From an optimization exercise on the open Yosys and OpenROAD flow, aimed at small area; shortcuts taken in it are not production practice. The RTL was checked by simulation tests, not by an equivalence proof against the original design. The flow treats the clock pin as an ideal source, which a real chip does not have. Power and IR drop assume default switching activity.

## gain
module gain
   ( input  logic                 clk,
     input  logic                 reset,
     input  logic                 avsWr,
     input  logic        [ 31 : 0 ] avsWrData,
     output logic        [ 31 : 0 ] avsRdData,
     input  logic                 st,
     input  logic signed [ 15 : 0 ] a,
     output logic                 rdy,
     output logic signed [ 15 : 0 ] y );
Size in the first run: ~810 cells after synthesis, ~66 flip-flops.
export LEC_CHECK = 0
export ABC_AREA = 1
export CAP_MARGIN = 20
export CORE_MARGIN = 2
export CORE_UTILIZATION = 65
export CTS_BUF_LIST = sky130_fd_sc_hd__clkbuf_4
export SETUP_SLACK_MARGIN = 0.05
export SLEW_MARGIN = 20
export SYNTH_HIERARCHICAL = 1
export SYNTH_MINIMUM_KEEP_SIZE = 0
create_clock -name core_clock -period 6.4 [get_ports {clk}]
run.sh (not shown) runs the stock make flow with config.mk's settings and CLKGATE_MAP_FILE= SYNTH_SCRIPT=/design/flow/synth_recipe.tcl, a recipe that flattens the netlist after the stock synthesis.
==> next run, changes <==
CORE_UTILIZATION = 40   (was 65)
CTS_BUF_LIST = default   (was sky130_fd_sc_hd__clkbuf_4)
Global-route usage came out lower by 11 points.
Setup slack degrades by 0.037 ns.
Clock power rises by 100%.
Via count went down by 3.9%.
Power rose by 5.8%.
First-iteration DRC count went down by 2.2%.
Sequential share of layout area decreases by 0.67 points.
Final cell count increases by 9.2%.
Fmax fell by 0.64%.
Synthesized cell count is unchanged.
==> next run, changes <==
CORE_UTILIZATION = 65   (was 40)
CTS_BUF_LIST = sky130_fd_sc_hd__clkbuf_8   (was default)
- The new run went through all stages and came out clean
- hold slack improved by 0.0039 ns
- die area drops by well over a third
- design area drops by a few percent
- routed wire length drops by a few percent
- power drops by a few percent
- worst setup slack improved by 0.035 ns
==> next run, changes <==
==> flow/flow/run.sh (new file) <==
#!/bin/bash
# Standard layout (the standard.sh: standard synthesis and ORFS steps), with the
# input and output ports buffered by the smallest buffer cell instead of the one
# buffer_ports picks by default. Each ORFS step keeps its own log under orfs/logs/.
set -euo pipefail
bash standard.sh 'BUFFER_PORTS_ARGS=-buffer_cell sky130_fd_sc_hd__buf_1' finish > standard_flow.log 2>&1
==> flow/standard.sh (new file) <==
#!/bin/bash
# synth_recipe.tcl (not shown) runs the flow's synth.tcl, then flattens the netlist and writes it again
# the make line also repeats each setting of config.mk as NAME=value (left out here)
make -C /OpenROAD-flow-scripts/flow DESIGN_CONFIG=/design/flow/config.mk WORK_HOME=/design/flow/orfs CLKGATE_MAP_FILE= SYNTH_SCRIPT=/design/flow/synth_recipe.tcl "${@:-finish}"
CTS_BUF_LIST = sky130_fd_sc_hd__clkbuf_4   (was sky130_fd_sc_hd__clkbuf_8)
removed: flow/run.sh
Result:
- utilization fell by 4.6 points
- sequential power stays flat
- via count rose by 0.57%
- worst setup slack is worse by 0.13 ns
- worst hold slack is better by 0.0088 ns
- die area does not change
- clock power rose by about 7%
- global-route usage rose by 0.59 points
- synthesized area is unchanged
- final area fell by 6.1%
- routed wire length rose by about 2.5%
==> next run, changes <==
==> flow/run.sh (new file) <==
#!/bin/bash
# synth_recipe.tcl (not shown) runs the flow's synth.tcl, then flattens the netlist and writes it again
# the make line also repeats each setting of config.mk as NAME=value (left out here)
make -C /OpenROAD-flow-scripts/flow DESIGN_CONFIG=/design/flow/config.mk WORK_HOME=/design/flow/orfs CLKGATE_MAP_FILE= SYNTH_SCRIPT=/design/flow/synth_recipe.tcl finish
CTS_CLUSTER_SIZE = 8   (was default)
removed: flow/flow/run.sh
removed: flow/standard.sh
- global-route usage decreases by 0.63 points
- routed wire length decreases by 2.4%
- via count stays flat
- first-iteration DRC count decreases by 13%
- non-clock buffer count stays the same
- synthesized area is unchanged
- design area increases by 5.9%
- clock-buffer cell count increases by 1
- core utilization increases by 4.2 points


run 1:
gain, a different RTL version from the one above (not shown whole).
Size: ~650 cells after synthesis.
==> flow/design.v (excerpt) <==
module gain
   ( input  logic                 clk,
     input  logic                 reset,
     input  logic                 avsWr,
     input  logic        [ 31 : 0 ] avsWrData,
     output logic        [ 31 : 0 ] avsRdData,
     input  logic                 st,
     input  logic signed [ 15 : 0 ] a,
     output logic                 rdy,
     output logic signed [ 15 : 0 ] y );
   logic [ 15 : 0 ] coef;
   gainAvs gainAvsInst
      ( .clk       ( clk       ),
        .reset     ( reset     ),
        .avsWr     ( avsWr     ),
        .avsWrData ( avsWrData ),
        .avsRdData ( avsRdData ),
        .coef      ( coef      ) );
   gainMult gainMultInst
      ( .clk   ( clk                ),
        .reset ( reset              ),
        .st    ( st                 ),
        .a     ( a                  ),
        .coef  ( avsRdData[ 15 : 0 ] ),
        .rdy   ( rdy                ),
        .y     ( y                  ) );
endmodule
clock: 6.4 ns
lec_check: 0
cap_margin: 20
core_margin: 2
core_utilization: 85
cts_buf_list: sky130_fd_sc_hd__clkbuf_8
setup_slack_margin: 0.05
slew_margin: 20
synth_hierarchical: 1
synth_minimum_keep_size: 0
standard.sh (not shown) runs the stock make flow with config.mk's settings and CLKGATE_MAP_FILE= SYNTH_SCRIPT=/design/flow/synth_recipe.tcl, a recipe that flattens the netlist after the stock synthesis.
==> flow/flow/run.sh <==
#!/bin/bash
# Standard layout (the standard.sh: standard synthesis and ORFS steps) with these
# changes: every combinational cell is set to its smallest drive strength after
# floorplan (flow/downsize.tcl; later repair steps size up what they need), the ports
# are buffered with the smallest buffer cell, and clock tree synthesis adds no dummy
# loads, and the constant outputs share one tie cell. Each ORFS step keeps its own log under orfs/logs/; make's output goes to
# standard_flow.log.
set -euo pipefail
here=$(pwd)
bash standard.sh "POST_FLOORPLAN_TCL=$here/flow/downsize.tcl" \
  'BUFFER_PORTS_ARGS=-buffer_cell sky130_fd_sc_hd__buf_1' \
  'CTS_ARGS=-sink_clustering_enable -repair_clock_nets -buf_list sky130_fd_sc_hd__clkbuf_8 -dont_use_dummy_load' \
  'SKIP_REPAIR_TIE_FANOUT=1' finish > standard_flow.log 2>&1
==> flow/flow/downsize.tcl <==
# Sourced after floorplan (POST_FLOORPLAN_TCL): give every combinational cell
# the smallest drive strength of its function; the later repair steps size up
# what timing, slew and capacitance need.
set skip {^(df|dl|sdf|edf|conb|tap|fill|decap|diode|clk|lpflow|probe|macro)}
set dont_use [split [string trim $::env(DONT_USE_CELLS)]]
set n_swapped 0
foreach inst [get_cells *] {
  set m [get_property $inst ref_name]
  if { ![regexp {^sky130_fd_sc_hd__(.+)_([0-9]+)$} $m -> base drv] } { continue }
  if { [regexp $skip $base] } { continue }
  set best ""
  set best_area 1e9
  foreach lc [get_lib_cells sky130_fd_sc_hd__${base}_*] {
    set name [get_property $lc name]
    if { ![regexp "^sky130_fd_sc_hd__${base}_\[0-9\]+\$" $name] } { continue }
    if { [lsearch -exact $dont_use $name] >= 0 } { continue }
    set a [get_property $lc area]
    if { $a < $best_area } {
      set best_area $a
      set best $name
    }
  }
  if { $best ne "" && $best ne $m } {
    set cur_area [get_property [lindex [get_lib_cells $m] 0] area]
    if { $best_area < $cur_area } {
      replace_cell [get_property $inst full_name] $best
      incr n_swapped
    }
  }
}
puts "downsize: $n_swapped cells downsized"
In summary, run 1 completed successfully, with a layout that passed the timing, design-rule and antenna checks.
Input-level comparison between run 2 and run 1:
# run 1
export LEC_CHECK = 0
export CAP_MARGIN = 20
export CORE_MARGIN = 2
export CORE_UTILIZATION = 85
export CTS_BUF_LIST = sky130_fd_sc_hd__clkbuf_8
export SETUP_SLACK_MARGIN = 0.05
export SLEW_MARGIN = 20
export SYNTH_HIERARCHICAL = 1
export SYNTH_MINIMUM_KEEP_SIZE = 0
create_clock -name core_clock -period 6.4 [get_ports {clk}]
# run 2
export LEC_CHECK = 0
export CAP_MARGIN = 20
export CORE_MARGIN = 2
export CORE_UTILIZATION = 75
export CTS_BUF_LIST = sky130_fd_sc_hd__clkbuf_8
export SETUP_SLACK_MARGIN = 0.05
export SLEW_MARGIN = 20
export SYNTH_HIERARCHICAL = 1
export SYNTH_MINIMUM_KEEP_SIZE = 0
create_clock -name core_clock -period 6.4 [get_ports {clk}]
==> flow/flow/run.sh <==
#!/bin/bash
# Standard layout (the standard.sh: standard synthesis and ORFS steps) with these
# changes: every combinational cell is set to its smallest drive strength after
# floorplan (flow/downsize.tcl; later repair steps size up what they need), the ports
# are buffered with the smallest buffer cell, clock tree synthesis adds no dummy
# loads, and the repairs after floorplan use only buf_1 and buf_2 (flow/smallbuf.tcl).
# Each ORFS step keeps its own log under orfs/logs/; make's output goes to
# standard_flow.log.
set -euo pipefail
here=$(pwd)
sb=$here/flow/smallbuf.tcl
bash standard.sh "POST_FLOORPLAN_TCL=$here/flow/downsize.tcl" \
  'BUFFER_PORTS_ARGS=-buffer_cell sky130_fd_sc_hd__buf_1' \
  'CTS_ARGS=-sink_clustering_enable -repair_clock_nets -buf_list sky130_fd_sc_hd__clkbuf_8 -dont_use_dummy_load' \
  "PRE_GLOBAL_PLACE_TCL=$sb" "PRE_RESIZE_TCL=$sb" "PRE_REPAIR_TIMING_POST_PLACE_TCL=$sb" \
  "PRE_CTS_TCL=$sb" "PRE_GLOBAL_ROUTE_TCL=$sb" \
  finish > standard_flow.log 2>&1
==> flow/flow/smallbuf.tcl (new file) <==
# Sourced before the steps that repair the design: leave only the two smallest
# buffers to the repairs.
set_dont_use {sky130_fd_sc_hd__buf_4 sky130_fd_sc_hd__buf_6 sky130_fd_sc_hd__buf_8 sky130_fd_sc_hd__buf_12 sky130_fd_sc_hd__buf_16}
Taking run 1 as the reference, in run 2 sequential fraction of design power shows an increase of 0.6 points, final design area excluding fillers shows an increase of about 1.6%. Compared with run 1, fmax in run 2 decreased slightly. The higher final wirelength came out of run 1. Against run 1, run 2 reports a combinational power share that is lower.
Modified inputs, run 3 compared to run 2
# run 2
export LEC_CHECK = 0
export CAP_MARGIN = 20
export CORE_MARGIN = 2
export CORE_UTILIZATION = 75
export CTS_BUF_LIST = sky130_fd_sc_hd__clkbuf_8
export SETUP_SLACK_MARGIN = 0.05
export SLEW_MARGIN = 20
export SYNTH_HIERARCHICAL = 1
export SYNTH_MINIMUM_KEEP_SIZE = 0
create_clock -name core_clock -period 6.4 [get_ports {clk}]
# run 3
export LEC_CHECK = 0
export CAP_MARGIN = 5
export CORE_MARGIN = 2
export CORE_UTILIZATION = 85
export CTS_BUF_LIST = sky130_fd_sc_hd__clkbuf_8
export SETUP_SLACK_MARGIN = 0.05
export SLEW_MARGIN = 5
export SYNTH_HIERARCHICAL = 1
export SYNTH_MINIMUM_KEEP_SIZE = 0
create_clock -name core_clock -period 6.4 [get_ports {clk}]
==> flow/flow/run.sh <==
#!/bin/bash
# Standard layout (the standard.sh: standard synthesis and ORFS steps) with these
# changes: every combinational cell is set to its smallest drive strength after
# floorplan (flow/downsize.tcl; later repair steps size up what they need), the ports
# are buffered with the smallest buffer cell, and clock tree synthesis adds no dummy
# loads, and the constant outputs share one tie cell. Each ORFS step keeps its own log under orfs/logs/; make's output goes to
# standard_flow.log.
set -euo pipefail
here=$(pwd)
bash standard.sh "POST_FLOORPLAN_TCL=$here/flow/downsize.tcl" \
  'BUFFER_PORTS_ARGS=-buffer_cell sky130_fd_sc_hd__buf_1' \
  'CTS_ARGS=-sink_clustering_enable -repair_clock_nets -buf_list sky130_fd_sc_hd__clkbuf_8 -dont_use_dummy_load' \
  'SKIP_REPAIR_TIE_FANOUT=1' finish > standard_flow.log 2>&1
removed: flow/flow/smallbuf.tcl
## What came out
- On number of placement rows, the higher figure sits with run 2, not run 3.
- Run 2 -> run 3: placeable core region decreased by more than 10%
- Compared with run 2, run 3 improves final design area excluding fillers.
- Run 3 vs. run 2: sequential share of cell area went up by 0.26 points.
- Final worst hold slack: run 3 vs run 2 down 0.013 ns
- Against run 2, final cell count without fillers in run 3 fell by a few percent.
- The non-clock buffer count in the final layout reported for run 3 is greater than that of run 2 by 1.
Edits applied to the flow inputs when going from run 3 to run 4:
# run 3
export LEC_CHECK = 0
export CAP_MARGIN = 5
export CORE_MARGIN = 2
export CORE_UTILIZATION = 85
export CTS_BUF_LIST = sky130_fd_sc_hd__clkbuf_8
export SETUP_SLACK_MARGIN = 0.05
export SLEW_MARGIN = 5
export SYNTH_HIERARCHICAL = 1
export SYNTH_MINIMUM_KEEP_SIZE = 0
create_clock -name core_clock -period 6.4 [get_ports {clk}]
# run 4
export LEC_CHECK = 0
export CAP_MARGIN = 20
export CORE_MARGIN = 2
export CORE_UTILIZATION = 90
export CTS_BUF_LIST = sky130_fd_sc_hd__clkbuf_8
export SETUP_SLACK_MARGIN = 0.05
export SLEW_MARGIN = 20
export SYNTH_HIERARCHICAL = 1
export SYNTH_MINIMUM_KEEP_SIZE = 0
create_clock -name core_clock -period 6.4 [get_ports {clk}]
--- outcome ---
Final non-filler cell area was lower in run 4 than in run 3. Per the comparison of run 4 with run 3, number of cells traversed by the worst register-to-register path saw an increase; die area went down 520 um^2; placed wire-length estimate after detailed placement increased 750 um; fmax now sits lower. Run 3 -> run 4: last weighted congestion value of the routability-driven placer decreased slightly. Signed area change from the synthesized netlist to the final layout: run 4 vs run 3 down 0.51 points. Taking run 3 as the reference, in run 4 number of fill cells in the layout shrank by 33%; via count increased by 271 relative to the old numbers; design internal power increased by 0.55% relative to the old numbers; non-filler instance count after layout went down by about 0.9%.
diff inputs: run 4 => run 5
# run 4
export LEC_CHECK = 0
export CAP_MARGIN = 20
export CORE_MARGIN = 2
export CORE_UTILIZATION = 90
export CTS_BUF_LIST = sky130_fd_sc_hd__clkbuf_8
export SETUP_SLACK_MARGIN = 0.05
export SLEW_MARGIN = 20
export SYNTH_HIERARCHICAL = 1
export SYNTH_MINIMUM_KEEP_SIZE = 0
create_clock -name core_clock -period 6.4 [get_ports {clk}]
# run 5
export LEC_CHECK = 0
export CAP_MARGIN = 20
export CORE_MARGIN = 2
export CORE_UTILIZATION = 85
export CTS_BUF_LIST = sky130_fd_sc_hd__clkbuf_8
export GPL_TIMING_DRIVEN = 0
export SETUP_SLACK_MARGIN = 0.05
export SLEW_MARGIN = 20
export SYNTH_HIERARCHICAL = 1
export SYNTH_MINIMUM_KEEP_SIZE = 0
create_clock -name core_clock -period 6.4 [get_ports {clk}]
Notes after the runs:
Looking only at power consumption, and setting everything else aside, the lower value of run 5 and run 4 goes to run 5.
Leakage power total was higher in run 4 than in run 5.
Comparing run 4 against run 5, there is no change at all in antenna diode count.
Sequential share of layout area: run 5 vs run 4 — no meaningful difference
Row area added between synthesis and finish: run 5 higher / run 4 lower
Compared with run 4, run 5 shows a higher area occupied by registers.
Library cell contributing the largest single delay on the critical path: sky130_fd_sc_hd__or3b_4 -> run 5, sky130_fd_sc_hd__fa_1 -> run 4
Run 5: no failed stages, no open violations at the end

what the ideal ports hide:
No port has a modelled driver above. Below, the same layouts with a new extraction and two added sets of constraints.
Step 1 assumes that a clkbuf_16 drives the clock port and a buf_2 every other input.
Step 2, shift: input delay + t, output delay - t, t = (earliest + latest rising clock arrival at the registers) / 2. This alone moves slack from input paths to output paths.
Slacks: no drivers / after step 1 / after step 2; pairs: no drivers / after step 1.
run	shift t [ns]	setup WS [ns]	cell pins on the clock port's net
the first run of note 1	0.487	0.668 / 0.668 / 0.668	1
the second run of note 1	0.384	0.631 / 0.631 / 0.631	1
the third run of note 1	0.390	0.666 / 0.666 / 0.666	1
the fourth run of note 1	0.470	0.532 / 0.532 / 0.532	1
the fifth run of note 1	0.487	0.668 / 0.668 / 0.668	1
run 1	0.373	0.446 / 0.446 / 0.446	1
run 2	0.384	0.379 / 0.379 / 0.379	1
run 3	0.376	0.385 / 0.385 / 0.385	1
run 4	0.377	0.334 / 0.334 / 0.334	1
run 5	0.373	0.189 / 0.189 / 0.189	1
After both steps every run listed still meets setup and hold.
